From an optimization exercise on the open Yosys and OpenROAD flow, aimed at small area; shortcuts taken in it are not production practice. Only simulation tests tie the RTL to the original design; equivalence was not proved.

==> flow/run.sh <==
#!/bin/bash
# synth_recipe.tcl (not shown) runs the flow's synth.tcl, then flattens the netlist and writes it again
# the make line also repeats each setting of config.mk as NAME=value (left out here)
make -C /OpenROAD-flow-scripts/flow DESIGN_CONFIG=/design/flow/config.mk WORK_HOME=/design/flow/orfs CLKGATE_MAP_FILE= SYNTH_SCRIPT=/design/flow/synth_recipe.tcl finish
==> flow/config.mk <==
export PLATFORM = sky130hd
export DESIGN_NAME = MDC_NTT
export DESIGN_NICKNAME = MDC_NTT
export VERILOG_FILES = /design/flow/design.v
export SDC_FILE = /design/flow/constraint.sdc
export NUM_CORES = 4
export LEC_CHECK = 0
export CAP_MARGIN = 20
export CORE_MARGIN = 2
export CORE_UTILIZATION = 70
export CTS_BUF_LIST = sky130_fd_sc_hd__clkbuf_16
export CTS_CLUSTER_DIAMETER = 60
export CTS_CLUSTER_SIZE = 32
export PLACE_DENSITY = 0.8
export SLEW_MARGIN = 20
==> flow/constraint.sdc <==
create_clock -name core_clock -period 8.0 [get_ports {clk}]
set_input_delay 1.6000 -clock core_clock [delete_from_list [all_inputs] [get_ports {clk}]]
set_output_delay 1.6000 -clock core_clock [all_outputs]
set_load 0.01 [all_outputs]
==> flow/design.v <==
module MDC_NTT(
    input clk,
    input rst,
    input mode,
    input en,
    input [11:0] i1,
    input [11:0] i2,
    output [11:0] o1,
    output [11:0] o2,
    output done
    );
    reg [6:0] cnt;
    reg       run;
    reg       done_r;
    reg       m;         
    always @(posedge clk) begin
        if (!rst) m <= mode;
    end
    always @(posedge clk) begin
        if (!rst) begin
            cnt    <= 7'd0;
            run    <= 1'b0;
            done_r <= 1'b0;
        end else begin
            if (run | en) cnt <= cnt + 7'd1;
            run <= run | en;
            if (cnt == LAST) done_r <= en;
        end
    end
    assign done = done_r;
    wire [6:0] cnt_nx = !rst ? 7'd0 : ((run | en) ? cnt + 7'd1 : cnt);
    localparam integer LAT = 4;
    function [5:0] s_ntt(input integer L);
        s_ntt = LAT*L + 64 - (64 >> L);
    endfunction
    function [5:0] s_intt(input integer L);
        s_intt = LAT*L + (1 << L) - 1;
    endfunction
    function [5:0] bf_off(input integer k, input m);
        bf_off = m ? s_intt(6 - k) : s_ntt(k);
    endfunction
    function [5:0] c_off(input integer k, input m);
        c_off = m ? s_intt(5 - k) + LAT : s_ntt(k) + LAT;
    endfunction
    localparam [6:0] LAST = 7*LAT + 63 - 1;    
    wire [11:0] bf_n1 [0:6];
    wire [11:0] bf_n2 [0:6];
    wire [11:0] bf_i1 [0:6];
    wire [11:0] bf_i2 [0:6];
    wire [11:0] c_o1 [0:5];
    wire [11:0] c_o2 [0:5];
    genvar k;
    generate
        for (k = 0; k < 7; k = k + 1) begin : g_bf
            wire [5:0] ph  = cnt[5:0] - bf_off(k, m);
            wire [5:0] g   = ph >> (6 - k);
            wire [5:0] idx = m ? ~g : g;
            wire [11:0] a1n, a2n, a1i, a2i;
            if (k == 0) begin : g_in0
                assign a1n = i1;
                assign a2n = i2;
            end else begin : g_inn
                assign a1n = c_o1[k-1];
                assign a2n = c_o2[k-1];
            end
            if (k == 6) begin : g_in6
                assign a1i = i1;
                assign a2i = i2;
            end else begin : g_ini
                assign a1i = c_o1[k];
                assign a2i = c_o2[k];
            end
            BF #(k) bf(.clk(clk), .mode(m), .widx(idx),
                       .a1n(a1n), .a2n(a2n), .a1i(a1i), .a2i(a2i),
                       .n1(bf_n1[k]), .n2(bf_n2[k]), .i1(bf_i1[k]), .i2(bf_i2[k]));
        end
        for (k = 0; k < 6; k = k + 1) begin : g_c
            wire [5:0] ph = cnt_nx[5:0] - c_off(k, m);
            reg sel;
            always @(posedge clk) sel <= ph[5 - k];
            reg [11:0] y1, y2;
            always @(posedge clk) begin
                y1 <= m ? bf_i1[k+1] : bf_n1[k];
                y2 <= m ? bf_i2[k+1] : bf_n2[k];
            end
            C2 #(32 >> k) c(.clk(clk), .sel(sel), .i1(y1), .i2(y2),
                            .o1(c_o1[k]), .o2(c_o2[k]));
        end
    endgenerate
    reg [11:0] r1, r2;
    always @(posedge clk) begin
        r1 <= m ? bf_i1[0] : bf_n1[6];
        r2 <= m ? bf_i2[0] : bf_n2[6];
    end
    assign o1 = r1;
    assign o2 = r2;
endmodule
module BF #(
    parameter K = 1
)(
    input             clk,
    input             mode,
    input      [5:0]  widx,
    input      [11:0] a1n,
    input      [11:0] a2n,
    input      [11:0] a1i,
    input      [11:0] a2i,
    output     [11:0] n1,
    output     [11:0] n2,
    output     [11:0] i1,
    output     [11:0] i2
);
    reg mb;
    always @(posedge clk) mb <= mode;
    reg  [11:0] x_r, side_r, side2_r, side3_r;
    reg  [23:0] p_r;
    reg  [12:0] rr_r;
    wire [11:0] t, s, d;
    modadd add(.a(mb ? a1i : side3_r), .b(mb ? a2i : t), .c(s));
    modsub sub(.a(mb ? a2i : side3_r), .b(mb ? a1i : t), .c(d));
    wire [11:0] w;
    generate
        if (K == 0) begin : g_w0
            assign w = mb ? 12'd1652 : 12'd1729;
        end else begin : g_wi
            reg [K-1:0] i_q;
            always @(posedge clk) i_q <= widx[K-1:0];
            tw_rom #(K) rom(.idx({{(6-K){1'b0}}, i_q}), .w(w));
        end
    endgenerate
    always @(posedge clk) begin
        x_r    <= mb ? d : a2n;
        side_r <= mb ? s : a1n;
    end
    wire [23:0] p;
    mul12 mul(.a(x_r), .b(w), .p(p));
    always @(posedge clk) begin
        p_r     <= p;
        side2_r <= side_r;
    end
    wire [11:0] qe;
    wire [12:0] rr;
    reduc_q rq(.p(p_r), .qe(qe));
    reduc_d rd(.plo(p_r[12:0]), .qe(qe), .rr(rr));
    always @(posedge clk) begin
        rr_r    <= rr;
        side3_r <= side2_r;
    end
    reduc_c rc(.rr(rr_r), .r(t));
    wire [11:0] o1_intt;
    generate
        if (K == 0) begin : g_sc
            wire [23:0] v = 24'd86554 - {side2_r, 4'd0} - {side2_r, 3'd0} - {side2_r, 1'b0};
            wire [11:0] qv;
            reduc_q rqv(.p(v), .qe(qv));
            reg  [12:0] vlo_r;
            reg  [4:0]  qv_r;
            always @(posedge clk) begin
                vlo_r <= v[12:0];
                qv_r  <= qv[4:0];
            end
            wire [12:0] rv;
            reduc_d rdv(.plo(vlo_r), .qe({7'd0, qv_r}), .rr(rv));
            reduc_c rcv(.rr(rv), .r(o1_intt));
        end else begin : g_nsc
            assign o1_intt = side3_r;
        end
    endgenerate
    assign n1 = s;
    assign n2 = d;
    assign i1 = o1_intt;
    assign i2 = t;
endmodule
module tw_rom #(parameter K = 1) (
    input  [5:0]  idx,
    output reg [11:0] w
);
    generate
        if (K == 1) begin : g_k1
            always @* begin
                case (idx[0:0])
                    1'd0: w = 12'd2580;
                    1'd1: w = 12'd3289;
                    default: w = 12'd0;
                endcase
            end
        end
        else if (K == 2) begin : g_k2
            always @* begin
                case (idx[1:0])
                    2'd0: w = 12'd2642;
                    2'd1: w = 12'd630;
                    2'd2: w = 12'd1897;
                    2'd3: w = 12'd848;
                    default: w = 12'd0;
                endcase
            end
        end
        else if (K == 3) begin : g_k3
            always @* begin
                case (idx[2:0])
                    3'd0: w = 12'd1062;
                    3'd1: w = 12'd1919;
                    3'd2: w = 12'd193;
                    3'd3: w = 12'd797;
                    3'd4: w = 12'd2786;
                    3'd5: w = 12'd3260;
                    3'd6: w = 12'd569;
                    3'd7: w = 12'd1746;
                    default: w = 12'd0;
                endcase
            end
        end
        else if (K == 4) begin : g_k4
            always @* begin
                case (idx[3:0])
                    4'd0: w = 12'd296;
                    4'd1: w = 12'd2447;
                    4'd2: w = 12'd1339;
                    4'd3: w = 12'd1476;
                    4'd4: w = 12'd3046;
                    4'd5: w = 12'd56;
                    4'd6: w = 12'd2240;
                    4'd7: w = 12'd1333;
                    4'd8: w = 12'd1426;
                    4'd9: w = 12'd2094;
                    4'd10: w = 12'd535;
                    4'd11: w = 12'd2882;
                    4'd12: w = 12'd2393;
                    4'd13: w = 12'd2879;
                    4'd14: w = 12'd1974;
                    4'd15: w = 12'd821;
                    default: w = 12'd0;
                endcase
            end
        end
        else if (K == 5) begin : g_k5
            always @* begin
                case (idx[4:0])
                    5'd0: w = 12'd289;
                    5'd1: w = 12'd331;
                    5'd2: w = 12'd3253;
                    5'd3: w = 12'd1756;
                    5'd4: w = 12'd1197;
                    5'd5: w = 12'd2304;
                    5'd6: w = 12'd2277;
                    5'd7: w = 12'd2055;
                    5'd8: w = 12'd650;
                    5'd9: w = 12'd1977;
                    5'd10: w = 12'd2513;
                    5'd11: w = 12'd632;
                    5'd12: w = 12'd2865;
                    5'd13: w = 12'd33;
                    5'd14: w = 12'd1320;
                    5'd15: w = 12'd1915;
                    5'd16: w = 12'd2319;
                    5'd17: w = 12'd1435;
                    5'd18: w = 12'd807;
                    5'd19: w = 12'd452;
                    5'd20: w = 12'd1438;
                    5'd21: w = 12'd2868;
                    5'd22: w = 12'd1534;
                    5'd23: w = 12'd2402;
                    5'd24: w = 12'd2647;
                    5'd25: w = 12'd2617;
                    5'd26: w = 12'd1481;
                    5'd27: w = 12'd648;
                    5'd28: w = 12'd2474;
                    5'd29: w = 12'd3110;
                    5'd30: w = 12'd1227;
                    5'd31: w = 12'd910;
                    default: w = 12'd0;
                endcase
            end
        end
        else if (K == 6) begin : g_k6
            always @* begin
                case (idx[5:0])
                    6'd0: w = 12'd17;
                    6'd1: w = 12'd2761;
                    6'd2: w = 12'd583;
                    6'd3: w = 12'd2649;
                    6'd4: w = 12'd1637;
                    6'd5: w = 12'd723;
                    6'd6: w = 12'd2288;
                    6'd7: w = 12'd1100;
                    6'd8: w = 12'd1409;
                    6'd9: w = 12'd2662;
                    6'd10: w = 12'd3281;
                    6'd11: w = 12'd233;
                    6'd12: w = 12'd756;
                    6'd13: w = 12'd2156;
                    6'd14: w = 12'd3015;
                    6'd15: w = 12'd3050;
                    6'd16: w = 12'd1703;
                    6'd17: w = 12'd1651;
                    6'd18: w = 12'd2789;
                    6'd19: w = 12'd1789;
                    6'd20: w = 12'd1847;
                    6'd21: w = 12'd952;
                    6'd22: w = 12'd1461;
                    6'd23: w = 12'd2687;
                    6'd24: w = 12'd939;
                    6'd25: w = 12'd2308;
                    6'd26: w = 12'd2437;
                    6'd27: w = 12'd2388;
                    6'd28: w = 12'd733;
                    6'd29: w = 12'd2337;
                    6'd30: w = 12'd268;
                    6'd31: w = 12'd641;
                    6'd32: w = 12'd1584;
                    6'd33: w = 12'd2298;
                    6'd34: w = 12'd2037;
                    6'd35: w = 12'd3220;
                    6'd36: w = 12'd375;
                    6'd37: w = 12'd2549;
                    6'd38: w = 12'd2090;
                    6'd39: w = 12'd1645;
                    6'd40: w = 12'd1063;
                    6'd41: w = 12'd319;
                    6'd42: w = 12'd2773;
                    6'd43: w = 12'd757;
                    6'd44: w = 12'd2099;
                    6'd45: w = 12'd561;
                    6'd46: w = 12'd2466;
                    6'd47: w = 12'd2594;
                    6'd48: w = 12'd2804;
                    6'd49: w = 12'd1092;
                    6'd50: w = 12'd403;
                    6'd51: w = 12'd1026;
                    6'd52: w = 12'd1143;
                    6'd53: w = 12'd2150;
                    6'd54: w = 12'd2775;
                    6'd55: w = 12'd886;
                    6'd56: w = 12'd1722;
                    6'd57: w = 12'd1212;
                    6'd58: w = 12'd1874;
                    6'd59: w = 12'd1029;
                    6'd60: w = 12'd2110;
                    6'd61: w = 12'd2935;
                    6'd62: w = 12'd885;
                    6'd63: w = 12'd2154;
                    default: w = 12'd0;
                endcase
            end
        end
    endgenerate
endmodule
module C2 #(
    parameter LEN = 32
)(
    input         clk,
    input         sel,
    input  [11:0] i1,
    input  [11:0] i2,
    output [11:0] o1,
    output [11:0] o2
);
    wire [11:0] u, c1;
    D #(LEN) d1(.clk(clk), .D_i(i2), .D_o(u));
    assign c1 = sel ? u : i1;
    assign o2 = sel ? i1 : u;
    D #(LEN) d2(.clk(clk), .D_i(c1), .D_o(o1));
endmodule
module D #(
    parameter LEN = 32
)(
    input         clk,
    input  [11:0] D_i,
    output [11:0] D_o
);
    reg [11:0] D_store [0:LEN-1];
    integer i;
    always @(posedge clk) begin
        D_store[0] <= D_i;
        for (i = 0; i < LEN-1; i = i + 1)
            D_store[i+1] <= D_store[i];
    end
    assign D_o = D_store[LEN-1];
endmodule
module modadd(
    input  [11:0] a,
    input  [11:0] b,
    output [11:0] c
);
    wire [12:0] s  = a + b;
    wire [12:0] sq = s + 13'd4863;                   
    wire        ge = s[12] | (s[11:0] >= 12'd3329);
    assign c = ge ? sq[11:0] : s[11:0];
endmodule
module modsub(
    input  [11:0] a,
    input  [11:0] b,
    output [11:0] c
);
    wire [12:0] d  = {1'b0, a} - {1'b0, b};
    wire [12:0] dq = d + 13'd3329;
    assign c = d[12] ? dq[11:0] : d[11:0];
endmodule
module reduc_q(
    input  [23:0] p,
    output [11:0] qe
);
    wire [14:0] a   = p[23:10] + p[23:12];
    wire [14:0] b   = p[23:16] + p[23:18];
    wire [14:0] acc = a + ~b + 15'd2;
    assign qe = acc[13:2];
endmodule
module reduc_d(
    input  [12:0] plo,
    input  [11:0] qe,
    output [12:0] rr
);
    wire [12:0] m = qe + {qe[4:0], 8'd0} + {qe[2:0], 10'd0} + {qe[1:0], 11'd0};
    assign rr = plo + ~m + 13'd1;
endmodule
module reduc_c(
    input  [12:0] rr,
    output [11:0] r
);
    wire [12:0] rq = rr + 13'd3329;
    assign r = rr[12] ? rq[11:0] : rr[11:0];
endmodule
module mul12(input [11:0] a, input [11:0] b, output [23:0] p);
  wire w1;
  assign w1 = a[0] & b[0];
  wire w2;
  assign w2 = a[0] & b[1];
  wire w3;
  assign w3 = a[0] & b[2];
  wire w4;
  assign w4 = a[0] & b[3];
  wire w5;
  assign w5 = a[0] & b[4];
  wire w6;
  assign w6 = a[0] & b[5];
  wire w7;
  assign w7 = a[0] & b[6];
  wire w8;
  assign w8 = a[0] & b[7];
  wire w9;
  assign w9 = a[0] & b[8];
  wire w10;
  assign w10 = a[0] & b[9];
  wire w11;
  assign w11 = a[0] & b[10];
  wire w12;
  assign w12 = a[0] & b[11];
  wire w13;
  assign w13 = a[1] & b[0];
  wire w14;
  assign w14 = a[1] & b[1];
  wire w15;
  assign w15 = a[1] & b[2];
  wire w16;
  assign w16 = a[1] & b[3];
  wire w17;
  assign w17 = a[1] & b[4];
  wire w18;
  assign w18 = a[1] & b[5];
  wire w19;
  assign w19 = a[1] & b[6];
  wire w20;
  assign w20 = a[1] & b[7];
  wire w21;
  assign w21 = a[1] & b[8];
  wire w22;
  assign w22 = a[1] & b[9];
  wire w23;
  assign w23 = a[1] & b[10];
  wire w24;
  assign w24 = a[1] & b[11];
  wire w25;
  assign w25 = a[2] & b[0];
  wire w26;
  assign w26 = a[2] & b[1];
  wire w27;
  assign w27 = a[2] & b[2];
  wire w28;
  assign w28 = a[2] & b[3];
  wire w29;
  assign w29 = a[2] & b[4];
  wire w30;
  assign w30 = a[2] & b[5];
  wire w31;
  assign w31 = a[2] & b[6];
  wire w32;
  assign w32 = a[2] & b[7];
  wire w33;
  assign w33 = a[2] & b[8];
  wire w34;
  assign w34 = a[2] & b[9];
  wire w35;
  assign w35 = a[2] & b[10];
  wire w36;
  assign w36 = a[2] & b[11];
  wire w37;
  assign w37 = a[3] & b[0];
  wire w38;
  assign w38 = a[3] & b[1];
  wire w39;
  assign w39 = a[3] & b[2];
  wire w40;
  assign w40 = a[3] & b[3];
  wire w41;
  assign w41 = a[3] & b[4];
  wire w42;
  assign w42 = a[3] & b[5];
  wire w43;
  assign w43 = a[3] & b[6];
  wire w44;
  assign w44 = a[3] & b[7];
  wire w45;
  assign w45 = a[3] & b[8];
  wire w46;
  assign w46 = a[3] & b[9];
  wire w47;
  assign w47 = a[3] & b[10];
  wire w48;
  assign w48 = a[3] & b[11];
  wire w49;
  assign w49 = a[4] & b[0];
  wire w50;
  assign w50 = a[4] & b[1];
  wire w51;
  assign w51 = a[4] & b[2];
  wire w52;
  assign w52 = a[4] & b[3];
  wire w53;
  assign w53 = a[4] & b[4];
  wire w54;
  assign w54 = a[4] & b[5];
  wire w55;
  assign w55 = a[4] & b[6];
  wire w56;
  assign w56 = a[4] & b[7];
  wire w57;
  assign w57 = a[4] & b[8];
  wire w58;
  assign w58 = a[4] & b[9];
  wire w59;
  assign w59 = a[4] & b[10];
  wire w60;
  assign w60 = a[4] & b[11];
  wire w61;
  assign w61 = a[5] & b[0];
  wire w62;
  assign w62 = a[5] & b[1];
  wire w63;
  assign w63 = a[5] & b[2];
  wire w64;
  assign w64 = a[5] & b[3];
  wire w65;
  assign w65 = a[5] & b[4];
  wire w66;
  assign w66 = a[5] & b[5];
  wire w67;
  assign w67 = a[5] & b[6];
  wire w68;
  assign w68 = a[5] & b[7];
  wire w69;
  assign w69 = a[5] & b[8];
  wire w70;
  assign w70 = a[5] & b[9];
  wire w71;
  assign w71 = a[5] & b[10];
  wire w72;
  assign w72 = a[5] & b[11];
  wire w73;
  assign w73 = a[6] & b[0];
  wire w74;
  assign w74 = a[6] & b[1];
  wire w75;
  assign w75 = a[6] & b[2];
  wire w76;
  assign w76 = a[6] & b[3];
  wire w77;
  assign w77 = a[6] & b[4];
  wire w78;
  assign w78 = a[6] & b[5];
  wire w79;
  assign w79 = a[6] & b[6];
  wire w80;
  assign w80 = a[6] & b[7];
  wire w81;
  assign w81 = a[6] & b[8];
  wire w82;
  assign w82 = a[6] & b[9];
  wire w83;
  assign w83 = a[6] & b[10];
  wire w84;
  assign w84 = a[6] & b[11];
  wire w85;
  assign w85 = a[7] & b[0];
  wire w86;
  assign w86 = a[7] & b[1];
  wire w87;
  assign w87 = a[7] & b[2];
  wire w88;
  assign w88 = a[7] & b[3];
  wire w89;
  assign w89 = a[7] & b[4];
  wire w90;
  assign w90 = a[7] & b[5];
  wire w91;
  assign w91 = a[7] & b[6];
  wire w92;
  assign w92 = a[7] & b[7];
  wire w93;
  assign w93 = a[7] & b[8];
  wire w94;
  assign w94 = a[7] & b[9];
  wire w95;
  assign w95 = a[7] & b[10];
  wire w96;
  assign w96 = a[7] & b[11];
  wire w97;
  assign w97 = a[8] & b[0];
  wire w98;
  assign w98 = a[8] & b[1];
  wire w99;
  assign w99 = a[8] & b[2];
  wire w100;
  assign w100 = a[8] & b[3];
  wire w101;
  assign w101 = a[8] & b[4];
  wire w102;
  assign w102 = a[8] & b[5];
  wire w103;
  assign w103 = a[8] & b[6];
  wire w104;
  assign w104 = a[8] & b[7];
  wire w105;
  assign w105 = a[8] & b[8];
  wire w106;
  assign w106 = a[8] & b[9];
  wire w107;
  assign w107 = a[8] & b[10];
  wire w108;
  assign w108 = a[8] & b[11];
  wire w109;
  assign w109 = a[9] & b[0];
  wire w110;
  assign w110 = a[9] & b[1];
  wire w111;
  assign w111 = a[9] & b[2];
  wire w112;
  assign w112 = a[9] & b[3];
  wire w113;
  assign w113 = a[9] & b[4];
  wire w114;
  assign w114 = a[9] & b[5];
  wire w115;
  assign w115 = a[9] & b[6];
  wire w116;
  assign w116 = a[9] & b[7];
  wire w117;
  assign w117 = a[9] & b[8];
  wire w118;
  assign w118 = a[9] & b[9];
  wire w119;
  assign w119 = a[9] & b[10];
  wire w120;
  assign w120 = a[9] & b[11];
  wire w121;
  assign w121 = a[10] & b[0];
  wire w122;
  assign w122 = a[10] & b[1];
  wire w123;
  assign w123 = a[10] & b[2];
  wire w124;
  assign w124 = a[10] & b[3];
  wire w125;
  assign w125 = a[10] & b[4];
  wire w126;
  assign w126 = a[10] & b[5];
  wire w127;
  assign w127 = a[10] & b[6];
  wire w128;
  assign w128 = a[10] & b[7];
  wire w129;
  assign w129 = a[10] & b[8];
  wire w130;
  assign w130 = a[10] & b[9];
  wire w131;
  assign w131 = a[10] & b[10];
  wire w132;
  assign w132 = a[10] & b[11];
  wire w133;
  assign w133 = a[11] & b[0];
  wire w134;
  assign w134 = a[11] & b[1];
  wire w135;
  assign w135 = a[11] & b[2];
  wire w136;
  assign w136 = a[11] & b[3];
  wire w137;
  assign w137 = a[11] & b[4];
  wire w138;
  assign w138 = a[11] & b[5];
  wire w139;
  assign w139 = a[11] & b[6];
  wire w140;
  assign w140 = a[11] & b[7];
  wire w141;
  assign w141 = a[11] & b[8];
  wire w142;
  assign w142 = a[11] & b[9];
  wire w143;
  assign w143 = a[11] & b[10];
  wire w144;
  assign w144 = a[11] & b[11];
  wire w145;
  wire w146;
  assign w145 = w10 ^ w21;
  assign w146 = w10 & w21;
  wire w147;
  wire w148;
  assign w147 = w11 ^ w22 ^ w33;
  assign w148 = (w11 & w22) | (w11 & w33) | (w22 & w33);
  wire w149;
  wire w150;
  assign w149 = w44 ^ w55;
  assign w150 = w44 & w55;
  wire w151;
  wire w152;
  assign w151 = w12 ^ w23 ^ w34;
  assign w152 = (w12 & w23) | (w12 & w34) | (w23 & w34);
  wire w153;
  wire w154;
  assign w153 = w45 ^ w56 ^ w67;
  assign w154 = (w45 & w56) | (w45 & w67) | (w56 & w67);
  wire w155;
  wire w156;
  assign w155 = w78 ^ w89;
  assign w156 = w78 & w89;
  wire w157;
  wire w158;
  assign w157 = w24 ^ w35 ^ w46;
  assign w158 = (w24 & w35) | (w24 & w46) | (w35 & w46);
  wire w159;
  wire w160;
  assign w159 = w57 ^ w68 ^ w79;
  assign w160 = (w57 & w68) | (w57 & w79) | (w68 & w79);
  wire w161;
  wire w162;
  assign w161 = w90 ^ w101;
  assign w162 = w90 & w101;
  wire w163;
  wire w164;
  assign w163 = w36 ^ w47 ^ w58;
  assign w164 = (w36 & w47) | (w36 & w58) | (w47 & w58);
  wire w165;
  wire w166;
  assign w165 = w69 ^ w80 ^ w91;
  assign w166 = (w69 & w80) | (w69 & w91) | (w80 & w91);
  wire w167;
  wire w168;
  assign w167 = w48 ^ w59 ^ w70;
  assign w168 = (w48 & w59) | (w48 & w70) | (w59 & w70);
  wire w169;
  wire w170;
  assign w169 = w7 ^ w18;
  assign w170 = w7 & w18;
  wire w171;
  wire w172;
  assign w171 = w8 ^ w19 ^ w30;
  assign w172 = (w8 & w19) | (w8 & w30) | (w19 & w30);
  wire w173;
  wire w174;
  assign w173 = w41 ^ w52;
  assign w174 = w41 & w52;
  wire w175;
  wire w176;
  assign w175 = w9 ^ w20 ^ w31;
  assign w176 = (w9 & w20) | (w9 & w31) | (w20 & w31);
  wire w177;
  wire w178;
  assign w177 = w42 ^ w53 ^ w64;
  assign w178 = (w42 & w53) | (w42 & w64) | (w53 & w64);
  wire w179;
  wire w180;
  assign w179 = w75 ^ w86;
  assign w180 = w75 & w86;
  wire w181;
  wire w182;
  assign w181 = w145 ^ w32 ^ w43;
  assign w182 = (w145 & w32) | (w145 & w43) | (w32 & w43);
  wire w183;
  wire w184;
  assign w183 = w54 ^ w65 ^ w76;
  assign w184 = (w54 & w65) | (w54 & w76) | (w65 & w76);
  wire w185;
  wire w186;
  assign w185 = w87 ^ w98 ^ w109;
  assign w186 = (w87 & w98) | (w87 & w109) | (w98 & w109);
  wire w187;
  wire w188;
  assign w187 = w147 ^ w149 ^ w66;
  assign w188 = (w147 & w149) | (w147 & w66) | (w149 & w66);
  wire w189;
  wire w190;
  assign w189 = w77 ^ w88 ^ w99;
  assign w190 = (w77 & w88) | (w77 & w99) | (w88 & w99);
  wire w191;
  wire w192;
  assign w191 = w110 ^ w121 ^ w146;
  assign w192 = (w110 & w121) | (w110 & w146) | (w121 & w146);
  wire w193;
  wire w194;
  assign w193 = w151 ^ w153 ^ w155;
  assign w194 = (w151 & w153) | (w151 & w155) | (w153 & w155);
  wire w195;
  wire w196;
  assign w195 = w100 ^ w111 ^ w122;
  assign w196 = (w100 & w111) | (w100 & w122) | (w111 & w122);
  wire w197;
  wire w198;
  assign w197 = w133 ^ w148 ^ w150;
  assign w198 = (w133 & w148) | (w133 & w150) | (w148 & w150);
  wire w199;
  wire w200;
  assign w199 = w157 ^ w159 ^ w161;
  assign w200 = (w157 & w159) | (w157 & w161) | (w159 & w161);
  wire w201;
  wire w202;
  assign w201 = w112 ^ w123 ^ w134;
  assign w202 = (w112 & w123) | (w112 & w134) | (w123 & w134);
  wire w203;
  wire w204;
  assign w203 = w152 ^ w154 ^ w156;
  assign w204 = (w152 & w154) | (w152 & w156) | (w154 & w156);
  wire w205;
  wire w206;
  assign w205 = w163 ^ w165 ^ w102;
  assign w206 = (w163 & w165) | (w163 & w102) | (w165 & w102);
  wire w207;
  wire w208;
  assign w207 = w113 ^ w124 ^ w135;
  assign w208 = (w113 & w124) | (w113 & w135) | (w124 & w135);
  wire w209;
  wire w210;
  assign w209 = w158 ^ w160 ^ w162;
  assign w210 = (w158 & w160) | (w158 & w162) | (w160 & w162);
  wire w211;
  wire w212;
  assign w211 = w167 ^ w81 ^ w92;
  assign w212 = (w167 & w81) | (w167 & w92) | (w81 & w92);
  wire w213;
  wire w214;
  assign w213 = w103 ^ w114 ^ w125;
  assign w214 = (w103 & w114) | (w103 & w125) | (w114 & w125);
  wire w215;
  wire w216;
  assign w215 = w136 ^ w164 ^ w166;
  assign w216 = (w136 & w164) | (w136 & w166) | (w164 & w166);
  wire w217;
  wire w218;
  assign w217 = w60 ^ w71 ^ w82;
  assign w218 = (w60 & w71) | (w60 & w82) | (w71 & w82);
  wire w219;
  wire w220;
  assign w219 = w93 ^ w104 ^ w115;
  assign w220 = (w93 & w104) | (w93 & w115) | (w104 & w115);
  wire w221;
  wire w222;
  assign w221 = w126 ^ w137 ^ w168;
  assign w222 = (w126 & w137) | (w126 & w168) | (w137 & w168);
  wire w223;
  wire w224;
  assign w223 = w72 ^ w83 ^ w94;
  assign w224 = (w72 & w83) | (w72 & w94) | (w83 & w94);
  wire w225;
  wire w226;
  assign w225 = w105 ^ w116 ^ w127;
  assign w226 = (w105 & w116) | (w105 & w127) | (w116 & w127);
  wire w227;
  wire w228;
  assign w227 = w84 ^ w95 ^ w106;
  assign w228 = (w84 & w95) | (w84 & w106) | (w95 & w106);
  wire w229;
  wire w230;
  assign w229 = w5 ^ w16;
  assign w230 = w5 & w16;
  wire w231;
  wire w232;
  assign w231 = w6 ^ w17 ^ w28;
  assign w232 = (w6 & w17) | (w6 & w28) | (w17 & w28);
  wire w233;
  wire w234;
  assign w233 = w39 ^ w50;
  assign w234 = w39 & w50;
  wire w235;
  wire w236;
  assign w235 = w169 ^ w29 ^ w40;
  assign w236 = (w169 & w29) | (w169 & w40) | (w29 & w40);
  wire w237;
  wire w238;
  assign w237 = w51 ^ w62 ^ w73;
  assign w238 = (w51 & w62) | (w51 & w73) | (w62 & w73);
  wire w239;
  wire w240;
  assign w239 = w171 ^ w173 ^ w63;
  assign w240 = (w171 & w173) | (w171 & w63) | (w173 & w63);
  wire w241;
  wire w242;
  assign w241 = w74 ^ w85 ^ w170;
  assign w242 = (w74 & w85) | (w74 & w170) | (w85 & w170);
  wire w243;
  wire w244;
  assign w243 = w175 ^ w177 ^ w179;
  assign w244 = (w175 & w177) | (w175 & w179) | (w177 & w179);
  wire w245;
  wire w246;
  assign w245 = w97 ^ w172 ^ w174;
  assign w246 = (w97 & w172) | (w97 & w174) | (w172 & w174);
  wire w247;
  wire w248;
  assign w247 = w181 ^ w183 ^ w185;
  assign w248 = (w181 & w183) | (w181 & w185) | (w183 & w185);
  wire w249;
  wire w250;
  assign w249 = w176 ^ w178 ^ w180;
  assign w250 = (w176 & w178) | (w176 & w180) | (w178 & w180);
  wire w251;
  wire w252;
  assign w251 = w187 ^ w189 ^ w191;
  assign w252 = (w187 & w189) | (w187 & w191) | (w189 & w191);
  wire w253;
  wire w254;
  assign w253 = w182 ^ w184 ^ w186;
  assign w254 = (w182 & w184) | (w182 & w186) | (w184 & w186);
  wire w255;
  wire w256;
  assign w255 = w193 ^ w195 ^ w197;
  assign w256 = (w193 & w195) | (w193 & w197) | (w195 & w197);
  wire w257;
  wire w258;
  assign w257 = w188 ^ w190 ^ w192;
  assign w258 = (w188 & w190) | (w188 & w192) | (w190 & w192);
  wire w259;
  wire w260;
  assign w259 = w199 ^ w201 ^ w203;
  assign w260 = (w199 & w201) | (w199 & w203) | (w201 & w203);
  wire w261;
  wire w262;
  assign w261 = w194 ^ w196 ^ w198;
  assign w262 = (w194 & w196) | (w194 & w198) | (w196 & w198);
  wire w263;
  wire w264;
  assign w263 = w205 ^ w207 ^ w209;
  assign w264 = (w205 & w207) | (w205 & w209) | (w207 & w209);
  wire w265;
  wire w266;
  assign w265 = w200 ^ w202 ^ w204;
  assign w266 = (w200 & w202) | (w200 & w204) | (w202 & w204);
  wire w267;
  wire w268;
  assign w267 = w211 ^ w213 ^ w215;
  assign w268 = (w211 & w213) | (w211 & w215) | (w213 & w215);
  wire w269;
  wire w270;
  assign w269 = w206 ^ w208 ^ w210;
  assign w270 = (w206 & w208) | (w206 & w210) | (w208 & w210);
  wire w271;
  wire w272;
  assign w271 = w217 ^ w219 ^ w221;
  assign w272 = (w217 & w219) | (w217 & w221) | (w219 & w221);
  wire w273;
  wire w274;
  assign w273 = w212 ^ w214 ^ w216;
  assign w274 = (w212 & w214) | (w212 & w216) | (w214 & w216);
  wire w275;
  wire w276;
  assign w275 = w223 ^ w225 ^ w138;
  assign w276 = (w223 & w225) | (w223 & w138) | (w225 & w138);
  wire w277;
  wire w278;
  assign w277 = w218 ^ w220 ^ w222;
  assign w278 = (w218 & w220) | (w218 & w222) | (w220 & w222);
  wire w279;
  wire w280;
  assign w279 = w227 ^ w117 ^ w128;
  assign w280 = (w227 & w117) | (w227 & w128) | (w117 & w128);
  wire w281;
  wire w282;
  assign w281 = w139 ^ w224 ^ w226;
  assign w282 = (w139 & w224) | (w139 & w226) | (w224 & w226);
  wire w283;
  wire w284;
  assign w283 = w96 ^ w107 ^ w118;
  assign w284 = (w96 & w107) | (w96 & w118) | (w107 & w118);
  wire w285;
  wire w286;
  assign w285 = w129 ^ w140 ^ w228;
  assign w286 = (w129 & w140) | (w129 & w228) | (w140 & w228);
  wire w287;
  wire w288;
  assign w287 = w108 ^ w119 ^ w130;
  assign w288 = (w108 & w119) | (w108 & w130) | (w119 & w130);
  wire w289;
  wire w290;
  assign w289 = w4 ^ w15;
  assign w290 = w4 & w15;
  wire w291;
  wire w292;
  assign w291 = w229 ^ w27 ^ w38;
  assign w292 = (w229 & w27) | (w229 & w38) | (w27 & w38);
  wire w293;
  wire w294;
  assign w293 = w231 ^ w233 ^ w61;
  assign w294 = (w231 & w233) | (w231 & w61) | (w233 & w61);
  wire w295;
  wire w296;
  assign w295 = w235 ^ w237 ^ w232;
  assign w296 = (w235 & w237) | (w235 & w232) | (w237 & w232);
  wire w297;
  wire w298;
  assign w297 = w239 ^ w241 ^ w236;
  assign w298 = (w239 & w241) | (w239 & w236) | (w241 & w236);
  wire w299;
  wire w300;
  assign w299 = w243 ^ w245 ^ w240;
  assign w300 = (w243 & w245) | (w243 & w240) | (w245 & w240);
  wire w301;
  wire w302;
  assign w301 = w247 ^ w249 ^ w244;
  assign w302 = (w247 & w249) | (w247 & w244) | (w249 & w244);
  wire w303;
  wire w304;
  assign w303 = w251 ^ w253 ^ w248;
  assign w304 = (w251 & w253) | (w251 & w248) | (w253 & w248);
  wire w305;
  wire w306;
  assign w305 = w255 ^ w257 ^ w252;
  assign w306 = (w255 & w257) | (w255 & w252) | (w257 & w252);
  wire w307;
  wire w308;
  assign w307 = w259 ^ w261 ^ w256;
  assign w308 = (w259 & w261) | (w259 & w256) | (w261 & w256);
  wire w309;
  wire w310;
  assign w309 = w263 ^ w265 ^ w260;
  assign w310 = (w263 & w265) | (w263 & w260) | (w265 & w260);
  wire w311;
  wire w312;
  assign w311 = w267 ^ w269 ^ w264;
  assign w312 = (w267 & w269) | (w267 & w264) | (w269 & w264);
  wire w313;
  wire w314;
  assign w313 = w271 ^ w273 ^ w268;
  assign w314 = (w271 & w273) | (w271 & w268) | (w273 & w268);
  wire w315;
  wire w316;
  assign w315 = w275 ^ w277 ^ w272;
  assign w316 = (w275 & w277) | (w275 & w272) | (w277 & w272);
  wire w317;
  wire w318;
  assign w317 = w279 ^ w281 ^ w276;
  assign w318 = (w279 & w281) | (w279 & w276) | (w281 & w276);
  wire w319;
  wire w320;
  assign w319 = w283 ^ w285 ^ w280;
  assign w320 = (w283 & w285) | (w283 & w280) | (w285 & w280);
  wire w321;
  wire w322;
  assign w321 = w287 ^ w141 ^ w284;
  assign w322 = (w287 & w141) | (w287 & w284) | (w141 & w284);
  wire w323;
  wire w324;
  assign w323 = w120 ^ w131 ^ w142;
  assign w324 = (w120 & w131) | (w120 & w142) | (w131 & w142);
  wire w325;
  wire w326;
  assign w325 = w3 ^ w14;
  assign w326 = w3 & w14;
  wire w327;
  wire w328;
  assign w327 = w289 ^ w26 ^ w37;
  assign w328 = (w289 & w26) | (w289 & w37) | (w26 & w37);
  wire w329;
  wire w330;
  assign w329 = w291 ^ w49 ^ w290;
  assign w330 = (w291 & w49) | (w291 & w290) | (w49 & w290);
  wire w331;
  wire w332;
  assign w331 = w293 ^ w230 ^ w292;
  assign w332 = (w293 & w230) | (w293 & w292) | (w230 & w292);
  wire w333;
  wire w334;
  assign w333 = w295 ^ w234 ^ w294;
  assign w334 = (w295 & w234) | (w295 & w294) | (w234 & w294);
  wire w335;
  wire w336;
  assign w335 = w297 ^ w238 ^ w296;
  assign w336 = (w297 & w238) | (w297 & w296) | (w238 & w296);
  wire w337;
  wire w338;
  assign w337 = w299 ^ w242 ^ w298;
  assign w338 = (w299 & w242) | (w299 & w298) | (w242 & w298);
  wire w339;
  wire w340;
  assign w339 = w301 ^ w246 ^ w300;
  assign w340 = (w301 & w246) | (w301 & w300) | (w246 & w300);
  wire w341;
  wire w342;
  assign w341 = w303 ^ w250 ^ w302;
  assign w342 = (w303 & w250) | (w303 & w302) | (w250 & w302);
  wire w343;
  wire w344;
  assign w343 = w305 ^ w254 ^ w304;
  assign w344 = (w305 & w254) | (w305 & w304) | (w254 & w304);
  wire w345;
  wire w346;
  assign w345 = w307 ^ w258 ^ w306;
  assign w346 = (w307 & w258) | (w307 & w306) | (w258 & w306);
  wire w347;
  wire w348;
  assign w347 = w309 ^ w262 ^ w308;
  assign w348 = (w309 & w262) | (w309 & w308) | (w262 & w308);
  wire w349;
  wire w350;
  assign w349 = w311 ^ w266 ^ w310;
  assign w350 = (w311 & w266) | (w311 & w310) | (w266 & w310);
  wire w351;
  wire w352;
  assign w351 = w313 ^ w270 ^ w312;
  assign w352 = (w313 & w270) | (w313 & w312) | (w270 & w312);
  wire w353;
  wire w354;
  assign w353 = w315 ^ w274 ^ w314;
  assign w354 = (w315 & w274) | (w315 & w314) | (w274 & w314);
  wire w355;
  wire w356;
  assign w355 = w317 ^ w278 ^ w316;
  assign w356 = (w317 & w278) | (w317 & w316) | (w278 & w316);
  wire w357;
  wire w358;
  assign w357 = w319 ^ w282 ^ w318;
  assign w358 = (w319 & w282) | (w319 & w318) | (w282 & w318);
  wire w359;
  wire w360;
  assign w359 = w321 ^ w286 ^ w320;
  assign w360 = (w321 & w286) | (w321 & w320) | (w286 & w320);
  wire w361;
  wire w362;
  assign w361 = w323 ^ w288 ^ w322;
  assign w362 = (w323 & w288) | (w323 & w322) | (w288 & w322);
  wire w363;
  wire w364;
  assign w363 = w132 ^ w143 ^ w324;
  assign w364 = (w132 & w143) | (w132 & w324) | (w143 & w324);
  wire [23:0] r0 = {1'b0,w144,w363,w361,w359,w357,w355,w353,w351,w349,w347,w345,w343,w341,w339,w337,w335,w333,w331,w329,w327,w325,w2,w1};
  wire [23:0] r1 = {1'b0,w364,w362,w360,w358,w356,w354,w352,w350,w348,w346,w344,w342,w340,w338,w336,w334,w332,w330,w328,w326,w25,w13,1'b0};
  wire [8:0] rc;
  assign rc[0] = 1'b0;
  genvar gi;
  generate for (gi = 0; gi < 8; gi = gi + 1) begin : rp
    assign p[gi] = r0[gi] ^ r1[gi] ^ rc[gi];
    assign rc[gi+1] = (r0[gi] & r1[gi]) | (rc[gi] & (r0[gi] ^ r1[gi]));
  end endgenerate
  wire co;
  bk16 fa(.a(r0[23:8]), .b(r1[23:8]), .ci(rc[8]), .s(p[23:8]), .co(co));
endmodule
module bk16(input [15:0] a, input [15:0] b, input ci, output [15:0] s, output co);
  wire [15:0] p = a ^ b;
  wire [15:0] g0 = a & b;
  wire gc0 = g0[0] | (p[0] & ci);
  wire G1 = g0[1] | (p[1] & gc0);
  wire P1 = p[1] & p[0];
  wire G2 = g0[3] | (p[3] & g0[2]);
  wire P2 = p[3] & p[2];
  wire G3 = g0[5] | (p[5] & g0[4]);
  wire P3 = p[5] & p[4];
  wire G4 = g0[7] | (p[7] & g0[6]);
  wire P4 = p[7] & p[6];
  wire G5 = g0[9] | (p[9] & g0[8]);
  wire P5 = p[9] & p[8];
  wire G6 = g0[11] | (p[11] & g0[10]);
  wire P6 = p[11] & p[10];
  wire G7 = g0[13] | (p[13] & g0[12]);
  wire P7 = p[13] & p[12];
  wire G8 = g0[15] | (p[15] & g0[14]);
  wire P8 = p[15] & p[14];
  wire G9 = G2 | (P2 & G1);
  wire P9 = P2 & P1;
  wire G10 = G4 | (P4 & G3);
  wire P10 = P4 & P3;
  wire G11 = G6 | (P6 & G5);
  wire P11 = P6 & P5;
  wire G12 = G8 | (P8 & G7);
  wire P12 = P8 & P7;
  wire G13 = G10 | (P10 & G9);
  wire P13 = P10 & P9;
  wire G14 = G12 | (P12 & G11);
  wire P14 = P12 & P11;
  wire G15 = G14 | (P14 & G13);
  wire P15 = P14 & P13;
  wire G16 = g0[2] | (p[2] & G1);
  wire P16 = p[2] & P1;
  wire G17 = g0[4] | (p[4] & G9);
  wire P17 = p[4] & P9;
  wire G18 = G3 | (P3 & G9);
  wire P18 = P3 & P9;
  wire G19 = g0[6] | (p[6] & G18);
  wire P19 = p[6] & P18;
  wire G20 = g0[8] | (p[8] & G13);
  wire P20 = p[8] & P13;
  wire G21 = G5 | (P5 & G13);
  wire P21 = P5 & P13;
  wire G22 = g0[10] | (p[10] & G21);
  wire P22 = p[10] & P21;
  wire G23 = G11 | (P11 & G13);
  wire P23 = P11 & P13;
  wire G24 = g0[12] | (p[12] & G23);
  wire P24 = p[12] & P23;
  wire G25 = G7 | (P7 & G23);
  wire P25 = P7 & P23;
  wire G26 = g0[14] | (p[14] & G25);
  wire P26 = p[14] & P25;
  wire [16:0] c;
  assign c[0] = ci;
  assign c[1] = gc0;
  assign c[2] = G1;
  assign c[3] = G16;
  assign c[4] = G9;
  assign c[5] = G17;
  assign c[6] = G18;
  assign c[7] = G19;
  assign c[8] = G13;
  assign c[9] = G20;
  assign c[10] = G21;
  assign c[11] = G22;
  assign c[12] = G23;
  assign c[13] = G24;
  assign c[14] = G25;
  assign c[15] = G26;
  assign c[16] = G15;
  assign s = p ^ c[15:0];
  assign co = c[16];
endmodule
==> results.yml, run 1 <==
status:
  status: "complete, no violations"
floorplan:
  die_x_um: 403.4
  die_h_um: 403.4
  core_um2: 158400
  ios: 53
  rows: 146
  die_area_um2: 162700
  initial_core_util: 0.7051
global_route:
  overflow: 0
  grt_max_degree: 175
  grt_pass1_vias: 74900
  antenna_found_initial: 13
  grt.total_usage: 0.3337
  grt_pass1_wl_um: 420900
finish:
  drive_gt1_frac: 0.05583
  nNetsFinal: 12090
  syn2layout_area_growth_pct: 6.738
detailed_routing:
  dr.pass1.iters: 8
  drt_wl_total_um: 269900
  drt_iter0_drc: 5920
  drcViolationCount: 0
  via_per_inst: 5.792
  via_count: 73050
  antenna_left: 0
  routedWlPerCell_um: 21.41
yosys:
  synth_ff_type: "dfxtp_1"
  postSynthAreaPerCell_um2: 10.65
  async_flop_share: 0
  synth_top_family_by_area: "adder cells"
  synth_edf_count: 1
  ys.warnings.count: 26
  synth-seq-cells: 2359
  synth_cells: 10490
  synth_area_um2: 111700
  synth_compound_area_frac: 0.09663
  yosysSeqAreaShare: 0.4230
  yosys.area_share.xor_xnor: 0.05102
  synth.area.mux_share: 0.03833
  synth-simple-area-share: 0.1002
  synth.distinct_cells: 92
  synthAdderAreaFrac: 0.2377
critical_path:
  path_class: "reg2reg"
  reg2reg_depth: 26
  start_kind: "flip-flop"
  crit_path_end_kind: "flip-flop"
  rr_endpoint: "g_bf[1].bf.rr_r[12]$_DFF_P_"
  timing.rr.start: "g_bf[1].bf.p_r[19]$_DFF_P_"
  critPathArrivalTime_ns: 8.30
  worstPathMaxFanout: 4
  crit_required_ns: 8.75
  r2r_slack_ns: 0.45
place:
  hpwl_um: 202500
  gp_congestion: 0.9506
  dp_slack_ns: 1.076
  port_buffers: 52
cts:
  postCtsSetupBuffers: 0
  clkLatencyLatePin_ns: 0.83
  post_cts_resized: 0
  cts-buffers-inserted: 133
  htreeDepth: 4
  cts_hold_buf: 0
  cts_tree: "done"
  cts.clk_slew.worst_paths_ns: 0.11
  cts-root-buf: "clkbuf_16"
  cts_sinks: 2359
  clockBufferDepth: 3
sta:
  skew_ns: 0.06316
  timing.fmax_mhz: 132.4
  tns_ns: 0
  fin_crit_ns: 7.550
  setup_ws_ns: 0.4497
  maxSlewHeadroom: 0.2703
  finalSetupViolCount: 0
  slew_viol_final: 0
  tightest_slew_ns: 1.091
  min_period_over_period: 0.9438
  rsz0062_at_grt: "no"
  hold_viol: 0
flow_run:
  max-cap-violations: 0
min_path:
  holdPathStages: 0
  worst_hold_path.endpoint: "g_c[0].c.d2.D_store[20][10]$_DFF_P_"
  min_from: "g_c[0].c.d2.D_store[19][10]$_DFF_P_"
  hold_path_class: "reg2reg"
## cell type report
cell class                      count  area [um^2]
Antenna cell                        7        17.52
Clock buffer                      136         3403
Clock inverter                     89         1536
Fill cell                       10430        39180
Inverter                         1281         4823
Multi-Input combinational cell   6561        58620
Sequential cell                  2359        47240
Tap cell                         2072         2592
Timing Repair Buffer              106        963.4
## kinds of logic after synthesis
logic type / Yosys count
compound gates: 1628
xor+xnor: 648
fa+ha+maj: 1624
buf+inv: 1576
flops: 2359
mux: 398
other cells: 2
simple gates: 2252
## metal layers
layer,wire [um],vias up,GRT usage
met5,61,-,0
met4,13030,10,0.1455
met3,17130,725,0.04744
met2,128800,2519,0.5559
met1,111000,35670,0.4362
li1,-,34120,-
## worst max-delay path, cell delays in order (launching register included)
cell      delay (ns)
dfxtp_1         0.50
ha_1            0.32
a21o_1          0.20
a21oi_1         0.26
o21bai_1        0.11
a21oi_1         0.39
nor2_1          0.10
o21ai_0         0.37
xnor2_1         0.30
fa_1            0.54
ha_1            0.38
nand3_1         0.12
a211oi_1        0.39
nor2_1          0.17
a21oi_1         0.39
xnor2_1         0.24
fa_1            0.61
inv_1           0.06
ha_1            0.27
ha_1            0.20
fa_1            0.44
xnor2_1         0.23
xnor2_1         0.18
xnor2_1         0.12
xnor2_1         0.25
xnor2_1         0.18
xnor2_1         0.15
## Yosys cell counts, types with 14 or more instances
| cell | instances | area, um^2 |
|---|---|---|
| dfxtp_1 | 2358 | 47210 |
| inv_1 | 1276 | 4790 |
| fa_1 | 830 | 16620 |
| ha_1 | 794 | 9935 |
| nor2_1 | 554 | 2079 |
| nand2_1 | 538 | 2019 |
| and2_1 | 533 | 3334 |
| a21oi_1 | 508 | 2542 |
| xnor2_1 | 397 | 3477 |
| clkbuf_1 | 266 | 998.5 |
| o21ai_0 | 248 | 1241 |
| xor2_1 | 248 | 2172 |
| mux2_2 | 207 | 2331 |
| mux2i_1 | 188 | 1882 |
| o21a_1 | 165 | 1239 |
| a21o_1 | 143 | 1074 |
| nor3_1 | 124 | 620.6 |
| nor2b_1 | 104 | 650.6 |
| nand3_1 | 103 | 515.5 |
| a211oi_1 | 72 | 540.5 |
| nand2b_1 | 54 | 337.8 |
| o21bai_1 | 51 | 382.9 |
| a211o_1 | 46 | 402.9 |
| nand4_1 | 45 | 281.5 |
| a31oi_1 | 43 | 269.0 |
| or2_2 | 41 | 256.5 |
| and3_1 | 39 | 244.0 |
| o31a_1 | 39 | 341.6 |
| or3_1 | 39 | 244.0 |
| a21boi_0 | 31 | 232.7 |
| buf_1 | 27 | 101.4 |
| o211ai_1 | 25 | 187.7 |
| o22ai_1 | 21 | 131.4 |
| o2111ai_1 | 19 | 166.4 |
| or4_1 | 16 | 120.1 |
| a31o_2 | 15 | 131.4 |
| o311ai_0 | 15 | 131.4 |
| a41o_1 | 14 | 140.1 |
| o41ai_1 | 14 | 122.6 |
## worst max-delay path by stage
stage,start,to,slack [ns]
3_5_place_dp,g_bf[2].bf.g_wi.i_q[0]$_DFF_P_,g_bf[2].bf.p_r[22]$_DFF_P_,1.08
4_1_cts,g_bf[1].bf.p_r[19]$_DFF_P_,g_bf[1].bf.rr_r[12]$_DFF_P_,0.59
6_report,g_bf[1].bf.p_r[19]$_DFF_P_,g_bf[1].bf.rr_r[12]$_DFF_P_,0.45
5_1_grt,g_bf[1].bf.p_r[19]$_DFF_P_,g_bf[1].bf.rr_r[12]$_DFF_P_,0.31
3_3_place_gp,g_bf[2].bf.g_wi.i_q[0]$_DFF_P_,g_bf[2].bf.p_r[22]$_DFF_P_,1.23
2_1_floorplan,g_bf[6].bf.mb$_DFF_P_,g_bf[0].bf.p_r[21]$_DFF_P_,1.57
## state kept, by name (all words and copies together), names as in the netlist, 7 cells and up
signal and flops:
g_bf.bf.p_r 168, g_bf.bf.side3_r 84, r1 12, g_bf.bf.mul.b 48
g_bf.bf.side2_r 84, r2 12, g_bf.bf.x_r 84, g_c.c.d1.D_store 756
g_bf.bf.g_sc.vlo_r 12, cnt 7, g_c.c.d2.D_store 756, g_c.y2 72
g_c.y1 72, g_bf.bf.rr_r 91, g_bf.bf.side_r 84
## placed cells by master, fill, tap and decap left out, drive strengths merged, types with 18 or more instances in the layout
cell and n:
a2111oi 20, a211o 46, a211oi 78, a21boi 33, a21o 143, a21oi 508
a31oi 43, and2 537, and3 39, buf 54, clkbuf 136, clkdlybuf4s50 52
clkinv 46, dfxtp 2358, fa 830, ha 794, inv 1318, mux2 207
mux2i 188, nand2 538, nand2b 54, nand3 103, nand4 45, nor2 554
nor2b 104, nor3 124, o2111ai 19, o211ai 29, o21a 165, o21ai 259
o21bai 51, o22ai 21, o311ai 21, o31a 39, or2 41, or3 39
or4 18, xnor2 400, xor2 248
## through the flow
step	area [um^2]	instances	util	hold WS, ns
after detailed placement	114200	12380	0.7212	0.3121
after CTS	119200	12600	0.7524	0.3014
after floorplan	111700	10500	-	0.3096
after global routing	119200	12600	0.7525	0.3034
final	119200	12610	0.7526	0.2994
after global placement	114200	12380	0.7212	0.3096
==> run 2, diff against run 1 <==
--- a/flow/config.mk
+++ b/flow/config.mk
@@ -9,7 +9,7 @@
 export CORE_MARGIN = 2
 export CORE_UTILIZATION = 70
 export CTS_BUF_LIST = sky130_fd_sc_hd__clkbuf_16
-export CTS_CLUSTER_DIAMETER = 60
-export CTS_CLUSTER_SIZE = 32
+export CTS_CLUSTER_DIAMETER = 100
+export CTS_CLUSTER_SIZE = 27
 export PLACE_DENSITY = 0.8
 export SLEW_MARGIN = 20
==> run 2 against run 1 <==
Clock skew increased by 0.015 ns. First-iteration DRC count increased by 2.5%. Via count decreased by 0.61%. Worst setup slack got worse by 0.16 ns. Die area unchanged. Maximum frequency decreased by 2.1%.
==> results.yml, run 2 <==
yosys:
  synth_commonest_cells: "2358 x dfxtp_1, 1276 x inv_1, 830 x fa_1"
  synth_ff_type: "dfxtp_1"
  synth_area_um2: 111700
  postSynthAreaPerCell_um2: 10.65
  synth.distinct_cells: 92
  synth_cells: 10490
  yosys-top-cells-area: "dfxtp_1 42%, fa_1 15%, ha_1 8.9%"
  synth_most_common_cell: "dfxtp_1"
  yosysSeqAreaShare: 0.4230
  ys.warnings.count: 26
  netlist.area_leader.share: 0.4227
  async_flop_share: 0
  yosys.area.top_type: "dfxtp_1"
  synth-seq-cells: 2359
  synth_edf_count: 1
cts:
  cts.clk_slew.worst_paths_ns: 0.11
  clockBufferDepth: 3
  clkLatencyLatePin_ns: 0.81
  cts_hold_buf: 0
  cts-buffers-inserted: 103
  cts-root-buf: "clkbuf_16"
  post_cts_resized: 0
  cts_sinks: 2359
  cts_tree: "done"
  htreeDepth: 3
  postCtsSetupBuffers: 0
detailed_routing:
  routedWlPerCell_um: 21.39
  antenna_left: 0
  via_per_inst: 5.805
  drcViolationCount: 0
  drt_iter0_drc: 6066
  via_count: 72600
  dr.pass1.iters: 7
  drt_wl_total_um: 267500
critical_path:
  reg2reg_depth: 26
  timing.rr.start: "g_bf[1].bf.p_r[19]$_DFF_P_"
  slowest_stage: "fa_1"
  rr_endpoint: "g_bf[1].bf.rr_r[12]$_DFF_P_"
  worst_path_most_repeated_cell: "xnor2_1"
  max_stage_delay_ns: 0.58
  path_class: "reg2reg"
  crit_path_end_kind: "flip-flop"
  critPathTopFamily: "adder cells"
  critPathArrivalTime_ns: 8.45
  r2r_slack_ns: 0.29
  cp_num_buf_inv: 1
  start_kind: "flip-flop"
  crit_required_ns: 8.73
  worstPathMaxFanout: 4
global_route:
  grt.total_usage: 0.3308
  overflow: 0
  grt_pass1_vias: 74240
  antenna_found_initial: 16
  grt_max_degree: 175
  grt_pass1_wl_um: 417800
min_path:
  min_from: "g_bf[3].bf.side2_r[7]$_DFF_P_"
  worst_hold_path.endpoint: "g_bf[3].bf.side3_r[7]$_DFF_P_"
  hold_path_class: "reg2reg"
  holdPathStages: 0
sta:
  maxSlewHeadroom: 0.2473
  min_period_over_period: 0.9641
  finalSetupViolCount: 0
  tightest_slew_ns: 1.125
  slew_viol_final: 0
  tns_ns: 0
  fin_crit_ns: 7.713
  rsz0062_at_grt: "no"
  timing.fmax_mhz: 129.7
  skew_ns: 0.07834
  hold_viol: 0
place:
  place_area_um2: 114200
  hpwl_um: 202500
  gp_congestion: 0.9506
  port_buffers: 52
finish:
  final_common_cell: "dfxtp_1"
  final_area_um2: 117300
  nNetsFinal: 12060
  reg_top3: "g_c.c.d1.D_store (756), g_c.c.d2.D_store (756), g_bf.bf.p_r (168)"
  drive_gt1_frac: 0.04696
  final_cell_mix: "2356 x dfxtp_1, 1279 x inv_1, 830 x fa_1"
  syn2layout_area_growth_pct: 4.993
  nFillCells: 10730
floorplan:
  die_h_um: 403.4
  die_area_um2: 162700
  rows: 146
  ios: 53
  die_x_um: 403.4
  initial_core_util: 0.7051
  core_um2: 158400
flow_run:
  max-cap-violations: 0
status:
  status: "complete, no violations"
[run 2: cell counts after synthesis]
Identical to the previous run, type by type.
[run 2: logic make-up after synthesis]
family                   count (synthesis)  share of synthesized area
flip-flops                            2359                     0.4230
AND/OR/NAND/NOR                       2252                     0.1002
AO/OA/AOI/OAI                         1628                    0.09663
adder cells (fa/ha/maj)               1624                     0.2377
buffers and inverters                 1576                    0.05299
XOR/XNOR                               648                    0.05102
multiplexers                           398                    0.03833
other                                    2                 0.00006725
[run 2: worst max path at each step]
stage | from | endpoint | slack (ns) | cells past startpoint
finish | g_bf[1].bf.p_r[19]$_DFF_P_ | g_bf[1].bf.rr_r[12]$_DFF_P_ | 0.29 | 26
global route | g_bf[1].bf.p_r[19]$_DFF_P_ | g_bf[1].bf.rr_r[12]$_DFF_P_ | 0.22 | 26
CTS | g_bf[1].bf.p_r[19]$_DFF_P_ | g_bf[1].bf.rr_r[12]$_DFF_P_ | 0.52 | 26
detailed placement | g_bf[2].bf.g_wi.i_q[0]$_DFF_P_ | g_bf[2].bf.p_r[22]$_DFF_P_ | 1.08 | 23
global placement | g_bf[2].bf.g_wi.i_q[0]$_DFF_P_ | g_bf[2].bf.p_r[22]$_DFF_P_ | 1.23 | 23
floorplan | g_bf[6].bf.mb$_DFF_P_ | g_bf[0].bf.p_r[21]$_DFF_P_ | 1.57 | 25
[run 2: per-stage QoR]
stage                       util  hold slack, ns  cells  setup slack, ns
after global routing      0.7403          0.2714  12510           0.2227
after detailed placement  0.7212          0.3121  12380            1.076
after global placement    0.7212          0.3096  12380            1.226
final                     0.7403          0.2746  12510           0.2871
after CTS                 0.7402          0.2749  12510           0.5169
after floorplan                -          0.3096  10500            1.568
[run 2: cell type report]
cell class | instances | area [um^2] | share of cell area
Clock buffer | 103 | 2577 | 0.02198
Timing Repair Buffer | 106 | 963.4 | 0.008217
Inverter | 1281 | 4823 | 0.04114
Sequential cell | 2359 | 47240 | 0.4029
Clock inverter | 24 | 427.9 | 0.003650
Antenna cell | 1 | 2.502 | 0.00002134
Tap cell | 2072 | 2592 | 0.02211
Multi-Input combinational cell | 6561 | 58620 | 0.5000
[run 2: routing by layer]
metal | track usage | wire length [um]
met3 | 0.04518 | 16090
met2 | 0.5525 | 127800
met4 | 0.1369 | 12570
met1 | 0.4353 | 111100
met5 | 0 | 36
[run 2: worst register-to-register path, stage by stage, from the launching register on]
cell      delay, ns
dfxtp_1        0.53
ha_1           0.31
a21o_1         0.20
a21oi_1        0.31
o21bai_1       0.15
a21oi_1        0.38
nor2_1         0.10
o21ai_0        0.36
xnor2_1        0.31
fa_1           0.56
ha_1           0.40
nand3_1        0.10
a211oi_1       0.34
nor2_1         0.20
a21oi_1        0.36
xnor2_1        0.23
fa_1           0.58
inv_1          0.06
ha_1           0.28
ha_1           0.22
fa_1           0.48
xnor2_1        0.25
xnor2_1        0.18
xnor2_1        0.12
xnor2_1        0.26
xnor2_1        0.21
xnor2_1        0.16
==> run 3, diff against run 2 <==
--- a/flow/config.mk
+++ b/flow/config.mk
@@ -10,6 +10,6 @@
 export CORE_UTILIZATION = 70
 export CTS_BUF_LIST = sky130_fd_sc_hd__clkbuf_16
 export CTS_CLUSTER_DIAMETER = 100
-export CTS_CLUSTER_SIZE = 27
+export CTS_CLUSTER_SIZE = 30
 export PLACE_DENSITY = 0.8
 export SLEW_MARGIN = 20
==> run 3 against run 2 <==
Largest cell class unchanged. Die area stayed put. Clock skew fell by 0.0093 ns. Synthesized cell count did not move. Non-clock buffer count did not move.
==> results.yml, run 3 <==
cts:
  cts-buffers-inserted: 94
  post_cts_resized: 0
  cts_hold_buf: 0
  postCtsSetupBuffers: 0
  clockBufferDepth: 3
  cts_tree: "done"
  cts.clk_slew.worst_paths_ns: 0.11
  clkLatencyLatePin_ns: 0.80
  htreeDepth: 3
  cts-root-buf: "clkbuf_16"
  cts_sinks: 2359
floorplan:
  initial_core_util: 0.7051
  die_h_um: 403.4
  ios: 53
  die_x_um: 403.4
  die_area_um2: 162700
  core_um2: 158400
  rows: 146
critical_path:
  critPathArrivalTime_ns: 8.61
  cp_num_buf_inv: 1
  start_kind: "flip-flop"
  worst_path_most_repeated_cell: "xnor2_1"
  path_class: "reg2reg"
  max_stage_delay_ns: 0.59
  critPathTopFamily: "adder cells"
  worstPathMaxFanout: 4
  slowest_stage: "fa_1"
  crit_required_ns: 8.72
  crit_path_end_kind: "flip-flop"
yosys:
  async_flop_share: 0
  synth_edf_count: 1
  synth-seq-cells: 2359
  yosys.area.top_type: "dfxtp_1"
  synth_area_um2: 111700
  ys.warnings.count: 26
  yosysSeqAreaShare: 0.4230
  synth_most_common_cell: "dfxtp_1"
  yosys-top-cells-area: "dfxtp_1 42%, fa_1 15%, ha_1 8.9%"
  netlist.area_leader.share: 0.4227
  postSynthAreaPerCell_um2: 10.65
  synth.distinct_cells: 92
  synth_ff_type: "dfxtp_1"
  synth_cells: 10490
  synth_commonest_cells: "2358 x dfxtp_1, 1276 x inv_1, 830 x fa_1"
status:
  status: "complete, no violations"
sta:
  timing.fmax_mhz: 126.8
  slew_viol_final: 0
  tightest_slew_ns: 1.096
  tns_ns: 0
  maxSlewHeadroom: 0.2669
  fin_crit_ns: 7.888
  hold_viol: 0
  rsz0062_at_grt: "no"
  skew_ns: 0.06905
  min_period_over_period: 0.9861
  finalSetupViolCount: 0
global_route:
  overflow: 0
  antenna_found_initial: 11
  grt_pass1_wl_um: 417700
  grt_max_degree: 175
  grt_pass1_vias: 74260
  grt.total_usage: 0.3307
detailed_routing:
  via_per_inst: 5.810
  dr.pass1.iters: 6
  antenna_left: 0
  drt_iter0_drc: 5910
  routedWlPerCell_um: 21.42
  drcViolationCount: 0
  via_count: 72620
  drt_wl_total_um: 267800
flow_run:
  max-cap-violations: 0
finish:
  syn2layout_area_growth_pct: 4.765
  final_common_cell: "dfxtp_1"
  final_cell_mix: "2356 x dfxtp_1, 1278 x inv_1, 830 x fa_1"
  reg_top3: "g_c.c.d1.D_store (756), g_c.c.d2.D_store (756), g_bf.bf.p_r (168)"
  nNetsFinal: 12060
  drive_gt1_frac: 0.04624
place:
  hpwl_um: 202500
  port_buffers: 52
  gp_congestion: 0.9506
min_path:
  hold_path_class: "reg2reg"
==> run 3: cell counts after synthesis <==
Identical to the previous run, type by type.
==> run 3: per-stage QoR <==
stage          std cells  area (um^2)  worst slack, ns  hold WS (ns)    util
2_1_floorplan      10500       111700            1.568        0.3096       -
3_3_place_gp       12380       114200            1.226        0.3096  0.7212
3_5_place_dp       12380       114200            1.076        0.3121  0.7212
4_1_cts            12500       117000           0.3586        0.2807  0.7385
5_1_grt            12500       117000          0.02559        0.2774  0.7387
6_report           12500       117000           0.1116        0.2780  0.7387
==> run 3: metal layers <==
metal | GRT usage | up-vias | routed length, um | share of wire
met5 | 0 | - | 0 | 0
met4 | 0.1396 | 0 | 12800 | 0.048
met3 | 0.04380 | 675 | 15820 | 0.059
met2 | 0.5517 | 2432 | 127700 | 0.48
met1 | 0.4356 | 35610 | 111400 | 0.42
li1 | - | 33910 | - | -
==> run 3: cells by family (layout without fill, tap and decap cells) <==
group,count (synthesis),count (layout),synth area share
simple gates,2252,2252,0.1002
fa+ha+maj,1624,1624,0.2377
other cells,2,13,0.00006725
compound gates,1628,1628,0.09663
flops,2359,2359,0.4230
mux,398,398,0.03833
xor+xnor,648,648,0.05102
buf+inv,1576,1505,0.05299
==> run 3: path summary, 6_finish.rpt <==
check / from / endpoint / slack [ns] / depth (start not counted)
hold reg to reg: g_c[0].c.d2.D_store[3][0]$_DFF_P_ / g_c[0].c.d2.D_store[4][0]$_DFF_P_ / 0.28 / 0
setup / recovery: g_bf[1].bf.p_r[19]$_DFF_P_ / g_bf[1].bf.rr_r[12]$_DFF_P_ / 0.11 / 26
setup reg to reg: g_bf[1].bf.p_r[19]$_DFF_P_ / g_bf[1].bf.rr_r[12]$_DFF_P_ / 0.11 / 26
hold / removal: g_c[0].c.d2.D_store[3][0]$_DFF_P_ / g_c[0].c.d2.D_store[4][0]$_DFF_P_ / 0.28 / 0
==> run 3: cell type report <==
cell class / instances / area [um^2]
multi-input combinational: 6561 / 58620
sequential: 2359 / 47240
fill: 10780 / 41380
inverter: 1281 / 4823
tap: 2072 / 2592
clock buffer: 94 / 2352
timing repair buffer: 106 / 963.4
clock inverter: 24 / 396.6
antenna: 2 / 5.005

## re-timing with driven ports
The results above use ideal ports. As a check the final layouts listed here were re-extracted and re-timed, cells and wires unchanged.
Step 1 assumes that a clkbuf_16 drives the clock port and a buf_2 every other input.
Step 2 moves the port delays by t, midway between the first and last clock arrival at a register: inputs arrive t later, outputs are due t later. That takes back most of the time a late clock gives input paths.
Three values: ideal, step 1, step 2; two values: the first two.
run	t (ns)	setup slack, ns	worst setup path after step 2	worst data-port slew with drivers (ns)	pins driven straight from the clock port
run 1	0.884	0.450 / 0.450 / 0.450	register to register	0.17	1
run 2	0.856	0.287 / 0.287 / 0.287	register to register	0.17	1
run 3	0.839	0.112 / 0.112 / 0.112	register to register	0.17	1
After both steps setup and hold are still met in every run listed.
